Background: an optimization exercise with open tools, aiming at small area. Do not read the settings as production practice. Only simulation tests tie the RTL to the original design; equivalence was not proved. Power and IR drop assume default switching activity.

## run 1
==> flow/design.v <==
`timescale 1ns / 1ps
module counter10000_TOP (
    input        rst,
    input        clk,
    input        btn_D,
    input        btn_R,
    input        btn_L,
    input        rx,
    output       tx,
    output [3:0] fnd_com,
    output [7:0] fnd_data
);
    reg [5:0] bcnt;
    reg       btick;
    always @(posedge clk, posedge rst) begin
        if (rst) begin
            bcnt  <= 0;
            btick <= 1'b0;
        end else begin
            btick <= (bcnt == 6'd53);
            bcnt  <= (bcnt == 6'd53) ? 6'd0 : bcnt + 6'd1;
        end
    end
    reg [6:0] dcnt;
    reg       dtick;
    always @(posedge clk, posedge rst) begin
        if (rst) begin
            dcnt  <= 0;
            dtick <= 1'b0;
        end else begin
            dtick <= (dcnt == 7'd99);
            dcnt  <= (dcnt == 7'd99) ? 7'd0 : dcnt + 7'd1;
        end
    end
    wire dpost = (dcnt == 7'd1);
    localparam [1:0] S_IDLE = 2'd0, S_START = 2'd1, S_DATA = 2'd2, S_STOP = 2'd3;
    reg [1:0] rx_state;
    reg       rx_done;
    reg [6:0] rx_cnt;        
    reg [7:0] rx_sh;
    always @(posedge clk, posedge rst) begin
        if (rst) begin
            rx_state <= S_IDLE;
            rx_done  <= 1'b0;
        end else begin
            rx_done <= 1'b0;
            case (rx_state)
                S_IDLE:  if (!rx) rx_state <= S_START;
                S_START: if (btick && rx_cnt[2:0] == 3'd7) rx_state <= S_DATA;
                S_DATA:  if (btick && rx_cnt == 7'd127) rx_state <= S_STOP;
                S_STOP:  if (btick && rx_cnt[3:0] == 4'd15) begin
                    rx_state <= S_IDLE;
                    rx_done  <= 1'b1;
                end
            endcase
        end
    end
    always @(posedge clk) begin
        if (rx_state == S_IDLE)
            rx_cnt <= 7'd0;
        else if (btick)
            rx_cnt <= (rx_state == S_START && rx_cnt[2:0] == 3'd7) ? 7'd0 : rx_cnt + 7'd1;
        if (rx_state == S_DATA && btick && rx_cnt[3:0] == 4'd15)
            rx_sh <= {rx, rx_sh[7:1]};
    end
    wire [7:0] rxf_head, txf_head;
    wire       rxf_empty, rxf_full, txf_empty, txf_full;
    reg        tx_busy;
    fifo U_RXF (
        .clk(clk), .rst(rst),
        .push(rx_done), .pop(~txf_full), .wdata(rx_sh),
        .empty(rxf_empty), .full(rxf_full), .rdata(rxf_head)
    );
    fifo U_TXF (
        .clk(clk), .rst(rst),
        .push(~rxf_empty), .pop(~tx_busy), .wdata(rxf_head),
        .empty(txf_empty), .full(txf_full), .rdata(txf_head)
    );
    reg [1:0] tx_state;
    reg       tx_reg;
    reg [6:0] tx_cnt;
    reg [7:0] tx_buf;
    assign tx = tx_reg;
    always @(posedge clk, posedge rst) begin
        if (rst) begin
            tx_state <= S_IDLE;
            tx_busy  <= 1'b0;
            tx_reg   <= 1'b1;
        end else begin
            tx_busy <= (tx_state != S_IDLE);
            case (tx_state)
                S_IDLE: begin
                    tx_reg <= 1'b1;
                    if (!txf_empty) tx_state <= S_START;
                end
                S_START: begin
                    tx_reg <= 1'b0;
                    if (btick && tx_cnt[3:0] == 4'd15) tx_state <= S_DATA;
                end
                S_DATA: begin
                    tx_reg <= tx_buf[tx_cnt[6:4]];
                    if (btick && tx_cnt == 7'd127) tx_state <= S_STOP;
                end
                S_STOP: begin
                    tx_reg <= 1'b1;
                    if (btick && tx_cnt[3:0] == 4'd15) tx_state <= S_IDLE;
                end
            endcase
        end
    end
    always @(posedge clk) begin
        if (tx_state == S_IDLE)
            tx_cnt <= 7'd0;
        else if (btick)
            tx_cnt <= (tx_state == S_START && tx_cnt[3:0] == 4'd15) ? 7'd0 : tx_cnt + 7'd1;
        if (tx_state == S_IDLE && !txf_empty)
            tx_buf <= txf_head;
    end
    reg cmd_run, cmd_clear, cmd_mode;
    always @(posedge clk, posedge rst) begin
        if (rst) begin
            cmd_run   <= 1'b0;
            cmd_clear <= 1'b0;
            cmd_mode  <= 1'b0;
        end else if (txf_empty) begin
            cmd_run   <= 1'b0;
            cmd_clear <= 1'b0;
            cmd_mode  <= 1'b0;
        end else begin
            if (txf_head == "r") cmd_run <= 1'b1;
            if (txf_head == "c") cmd_clear <= 1'b1;
            if (txf_head == "m") cmd_mode <= 1'b1;
        end
    end
    wire pR, pD, pL;
    btn_db DB_R (.clk(clk), .rst(rst), .en(dtick), .post(dpost), .i_btn(btn_R), .o_btn(pR));
    btn_db DB_D (.clk(clk), .rst(rst), .en(dtick), .post(dpost), .i_btn(btn_D), .o_btn(pD));
    btn_db DB_L (.clk(clk), .rst(rst), .en(dtick), .post(dpost), .i_btn(btn_L), .o_btn(pL));
    wire c_en  = pR | cmd_run;
    wire c_clr = pL | cmd_clear;
    wire c_md  = pD | cmd_mode;
    reg cu_cmd, run, mode, clear;
    always @(posedge clk, posedge rst) begin
        if (rst) begin
            cu_cmd <= 1'b0;
            run    <= 1'b0;
            mode   <= 1'b0;
            clear  <= 1'b0;
        end else if (cu_cmd) begin
            cu_cmd <= 1'b0;
            clear  <= 1'b0;
        end else begin
            cu_cmd <= c_en | c_clr | c_md;
            clear  <= c_clr;
            if (c_en) run  <= ~run;
            if (c_md) mode <= ~mode;
        end
    end
    reg [9:0] tcnt;
    reg       ctick;
    always @(posedge clk, posedge rst) begin
        if (rst) begin
            tcnt  <= 0;
            ctick <= 1'b0;
        end else if (clear) begin
            tcnt  <= 0;
            ctick <= 1'b0;
        end else if (run) begin
            ctick <= (tcnt == 10'd999);
            tcnt  <= (tcnt == 10'd999) ? 10'd0 : tcnt + 10'd1;
        end
    end
    reg [3:0] d0, d1, d2, d3;
    wire up = ~mode;
    wire e0 = up ? (d0 == 4'd9) : (d0 == 4'd0);
    wire e1 = up ? (d1 == 4'd9) : (d1 == 4'd0);
    wire e2 = up ? (d2 == 4'd9) : (d2 == 4'd0);
    function [3:0] step(input [3:0] d, input u);
        step = u ? ((d == 4'd9) ? 4'd0 : d + 4'd1) : ((d == 4'd0) ? 4'd9 : d - 4'd1);
    endfunction
    always @(posedge clk, posedge rst) begin
        if (rst) begin
            d0 <= 0; d1 <= 0; d2 <= 0; d3 <= 0;
        end else if (clear) begin
            d0 <= 0; d1 <= 0; d2 <= 0; d3 <= 0;
        end else if (ctick) begin
            d0 <= step(d0, up);
            if (e0) d1 <= step(d1, up);
            if (e0 && e1) d2 <= step(d2, up);
            if (e0 && e1 && e2) d3 <= step(d3, up);
        end
    end
    reg [1:0] sel;
    always @(posedge clk, posedge rst) begin
        if (rst) sel <= 2'd0;
        else if (dtick) sel <= sel + 2'd1;
    end
    assign fnd_com = ~(4'b0001 << sel);
    reg [3:0] dig;
    always @(*) begin
        case (sel)
            2'd0: dig = d0;
            2'd1: dig = d1;
            2'd2: dig = d2;
            default: dig = d3;
        endcase
    end
    wire A = dig[3], B = dig[2], C = dig[1], D = dig[0];
    wire sa = A | C | (B & D) | (~B & ~D);
    wire sb = ~B | (~C & ~D) | (C & D);
    wire sc = B | ~C | D;
    wire sd = A | (~B & ~D) | (~B & C) | (C & ~D) | (B & ~C & D);
    wire se = (~B & ~D) | (C & ~D);
    wire sf = A | (~C & ~D) | (B & ~C) | (B & ~D);
    wire sg = A | (~B & C) | (B & ~C) | (C & ~D);
    wire [6:0] seg = ~{sg, sf, se, sd, sc, sb, sa};
    assign fnd_data = {1'b1, seg};
endmodule
module btn_db (
    input  clk,
    input  rst,
    input  en,
    input  post,
    input  i_btn,
    output o_btn
);
    reg [2:0] st;
    always @(posedge clk, posedge rst) begin
        if (rst) st <= 3'd0;
        else if (en) st <= !i_btn ? 3'd0 : (st == 3'd6) ? 3'd6 : st + 3'd1;
    end
    assign o_btn = post & (st == 3'd5);
endmodule
module fifo (
    input            clk,
    input            rst,
    input            push,
    input            pop,
    input      [7:0] wdata,
    output           empty,
    output           full,
    output     [7:0] rdata
);
    reg [3:0] last;          
    reg [7:0] m0, m1, m2, m3, m4, m5, m6, m7;
    assign empty = last[3];
    assign full  = (last == 4'd7);
    wire do_push = push & ~full;
    wire do_pop  = pop & ~empty;
    reg [7:0] rd;
    always @(*) begin
        case (last[2:0])
            3'd0: rd = m0;
            3'd1: rd = m1;
            3'd2: rd = m2;
            3'd3: rd = m3;
            3'd4: rd = m4;
            3'd5: rd = m5;
            3'd6: rd = m6;
            default: rd = m7;
        endcase
    end
    assign rdata = rd;
    always @(posedge clk, posedge rst) begin
        if (rst)
            last <= 4'b1111;
        else if (do_push && !do_pop)
            last <= last + 4'd1;
        else if (do_pop && !do_push)
            last <= last - 4'd1;
    end
    always @(posedge clk) begin
        if (do_push) begin
            m0 <= wdata; m1 <= m0; m2 <= m1; m3 <= m2;
            m4 <= m3;    m5 <= m4; m6 <= m5; m7 <= m6;
        end
    end
endmodule
export LEC_CHECK = 0
export CAP_MARGIN = 20
export CORE_MARGIN = 2
export CORE_UTILIZATION = 40
export SLEW_MARGIN = 20
create_clock -name core_clock -period 120.0 [get_ports {clk}]
run.sh (not shown) runs the stock make flow with config.mk's settings and CLKGATE_MAP_FILE= SYNTH_SCRIPT=/design/flow/synth_recipe.tcl, a recipe that flattens the netlist after the stock synthesis.
Run 1 has completed all stages; timing, DRC and antenna checks passed.
Inputs modified between run 1 and run 2:
Settings: CTS_CLUSTER_DIAMETER now 50, previously not set; CTS_BUF_LIST now sky130_fd_sc_hd__clkbuf_8, previously not set; CTS_CLUSTER_SIZE now 16, previously not set.
[summary]
Between run 1 and run 2, fraction of area in registers increased. Fmax essentially unchanged between run 2 and run 1. On share of final layout cell area taken by clock buffers and inverters: run 2 sits below run 1. For the fraction of met2 tracks used by global routing, run 2 came in 0.20 points lower than run 1 did.
#### Input delta (run 3 over run 2)
Settings: a change of CTS_CLUSTER_SIZE from 16 to 12; a change of CTS_CLUSTER_DIAMETER from 50 to 40; a change of CTS_BUF_LIST from sky130_fd_sc_hd__clkbuf_8 to sky130_fd_sc_hd__clkbuf_4 sky130_fd_sc_hd__clkbuf_8 sky130_fd_sc_hd__clkbuf_16.
Taking run 2 as the reference point, the fraction of standard cell area that is sequential of run 3 falls by 2.9 points. Side by side, met1 wire length turned out lower in run 3 than in run 2. | detailed-router iteration count before antenna repair | run 2 vs run 3 | ≈ equal |. Run 3: critical path data arrival time 0.03 ns below run 2. [diff] register-to-register slack, run 3 relative to run 2: regression.
> inputs changed (run 3 -> run 4)
Settings: an added PLACE_DENSITY of 0.8; a change of CTS_BUF_LIST from sky130_fd_sc_hd__clkbuf_4 sky130_fd_sc_hd__clkbuf_8 sky130_fd_sc_hd__clkbuf_16 to sky130_fd_sc_hd__clkbuf_4; a change of CTS_CLUSTER_DIAMETER from 40 to 30; a change of CORE_UTILIZATION from 40 to 70.
==> flow/flow/run.sh (new file) <==
#!/bin/bash
# Standard synthesis, then an area-oriented re-mapping of the combinational
# logic (registers are kept as the standard synthesis made them), then the
# standard layout steps.
set -euo pipefail
R=orfs/results/$FLOW_PLATFORM/counter10000_TOP/base
export BUFFER_PORTS_ARGS="-buffer_cell sky130_fd_sc_hd__buf_1"

bash standard.sh synth > std_synth.log 2>&1
cp $R/1_2_yosys.v synth_standard.v

LIB=$FLOW_HOME/platforms/$FLOW_PLATFORM/lib/sky130_fd_sc_hd__tt_025C_1v80.lib
REOPT_LIB=$LIB REOPT_IN=synth_standard.v REOPT_OUT=synth_area.v REOPT_SCRIPT=flow/area.abc \
  yosys -c flow/reopt.tcl > reopt.log 2>&1
cp synth_area.v $R/1_2_yosys.v

bash standard.sh finish > std_finish.log 2>&1
==> flow/flow/area.abc (new file) <==
strash
&get -n
&deepsyn -T 60
&put
strash
dch -f
amap
mfs2
strash
dch -f
amap
==> flow/flow/reopt.tcl (new file) <==
yosys -import
if {[info exists ::env(REOPT_LIB)]} {set lib $::env(REOPT_LIB)} else {set lib /OpenROAD-flow-scripts/flow/platforms/sky130hd/lib/sky130_fd_sc_hd__tt_025C_1v80.lib}
set in $::env(REOPT_IN)
set out $::env(REOPT_OUT)
set script $::env(REOPT_SCRIPT)
set dont_use {}
set fh [open $lib r]
while {[gets $fh line] >= 0} {
  if {[regexp {^\s*cell\s*\(\s*"?([A-Za-z0-9_]+)"?\s*\)} $line -> c]} {
    if {[regexp {lpflow|probe} $c]} { lappend dont_use -dont_use $c }
  }
}
close $fh
read_liberty -ignore_miss_func $lib
read_verilog $in
hierarchy -top $::env(FLOW_TOP)
# sequential cells and tie cells are kept as they are
foreach m [split [string trim [tee -q -s result.string select -list-mod *]] "\n"] {
  if {[regexp {^\\?sky130_fd_sc_hd__(df|edf|sdf|dl|conb)} $m]} {
    setattr -mod -set blackbox 1 $m
  }
}
tee -o $out.before stat -liberty $lib
flatten
opt_clean -purge
abc -liberty $lib {*}$dont_use -script $script
opt_clean -purge
hilomap -singleton -hicell sky130_fd_sc_hd__conb_1 HI -locell sky130_fd_sc_hd__conb_1 LO
splitnets
opt_clean -purge
tee -o $out.after stat -liberty $lib
write_verilog -noattr -nohex -nodec $out
design -reset
read_liberty -lib $lib
read_verilog $out
hierarchy -top $::env(FLOW_TOP)
tee -o $out.check check -assert -mapped
==> flow/standard.sh (new file) <==
#!/bin/bash
# synth_recipe.tcl (not shown) runs the flow's synth.tcl, then flattens the netlist and writes it again
# the make line also repeats each setting of config.mk as NAME=value (left out here)
make -C /OpenROAD-flow-scripts/flow DESIGN_CONFIG=/design/flow/config.mk WORK_HOME=/design/flow/orfs CLKGATE_MAP_FILE= SYNTH_SCRIPT=/design/flow/synth_recipe.tcl "${@:-finish}"
removed: flow/run.sh
Notes after the runs:
Re max-slew violation count: no difference whatsoever between run 3 and run 4.
Run 4: maximum frequency is 0.00063 GHz higher than what run 3 reported.
Run 3 -> run 4: sequential power flat
Summary of run 4 over run 3: part of the power in registers picked up an extra 13 points, clock period minus worst slack lost 0.45 ns, height of the die lost 30%, count of clock-buffer cells in the layout picked up an extra 5.
Wire length (run 4 vs. run 3) decreases by a few percent
Run 3 and run 4 ended up with nearly the same number of setup violations in the final report.
#### Input delta (run 5 over run 4)
Settings: changing CTS_CLUSTER_SIZE from 12 to 20; changing CTS_BUF_LIST from sky130_fd_sc_hd__clkbuf_4 to sky130_fd_sc_hd__clkbuf_8; changing CTS_CLUSTER_DIAMETER from 30 to 40.
Findings:
- Run 4 → run 5: total power grew by 0.62%; part of the power in registers went down 0.4 points; clock latency reported for the late side of the worst-skew pair lost 0.08 ns.
- The final reports for run 5 and run 4 show flip-flop and latch share of the layout cell area lower in the former.
- Of run 4 and run 5, the run reporting the lower area added between synthesis and finish was run 4.
- Comparing run 4 and run 5, the lower switching power was measured on run 4.
- Comparing run 4 and run 5, amount of wire on met2 after detailed routing is lower on run 5.
- Run 5 | stages: all done | timing, DRC, antenna: all pass

port drivers added, routing unchanged:
Ports are ideal in the flow. The routed layouts listed here were re-timed in OpenROAD. Step 1, drivers: a clkbuf_16 drives clk and a buf_2 each remaining input, both assumed. Step 2 also shifts input and output timing later by t, the mid clock arrival at the registers, as if the neighbouring blocks saw the same clock. Slacks: ideal / step 1 / step 2; pairs: ideal / step 1.
run | t (ns) | setup slack, ns | worst data-port slew with drivers (ns)
run 1 | 0.560 | 93.013 / 92.966 / 93.526 | 0.04
run 2 | 0.605 | 92.980 / 92.942 / 93.547 | 0.04
run 3 | 0.553 | 93.012 / 92.966 / 93.520 | 0.04
run 4 | 0.667 | 93.466 / 93.432 / 94.099 | 0.05
run 5 | 0.596 | 93.559 / 93.525 / 94.121 | 0.05
After both steps setup and hold are still met in every run listed.
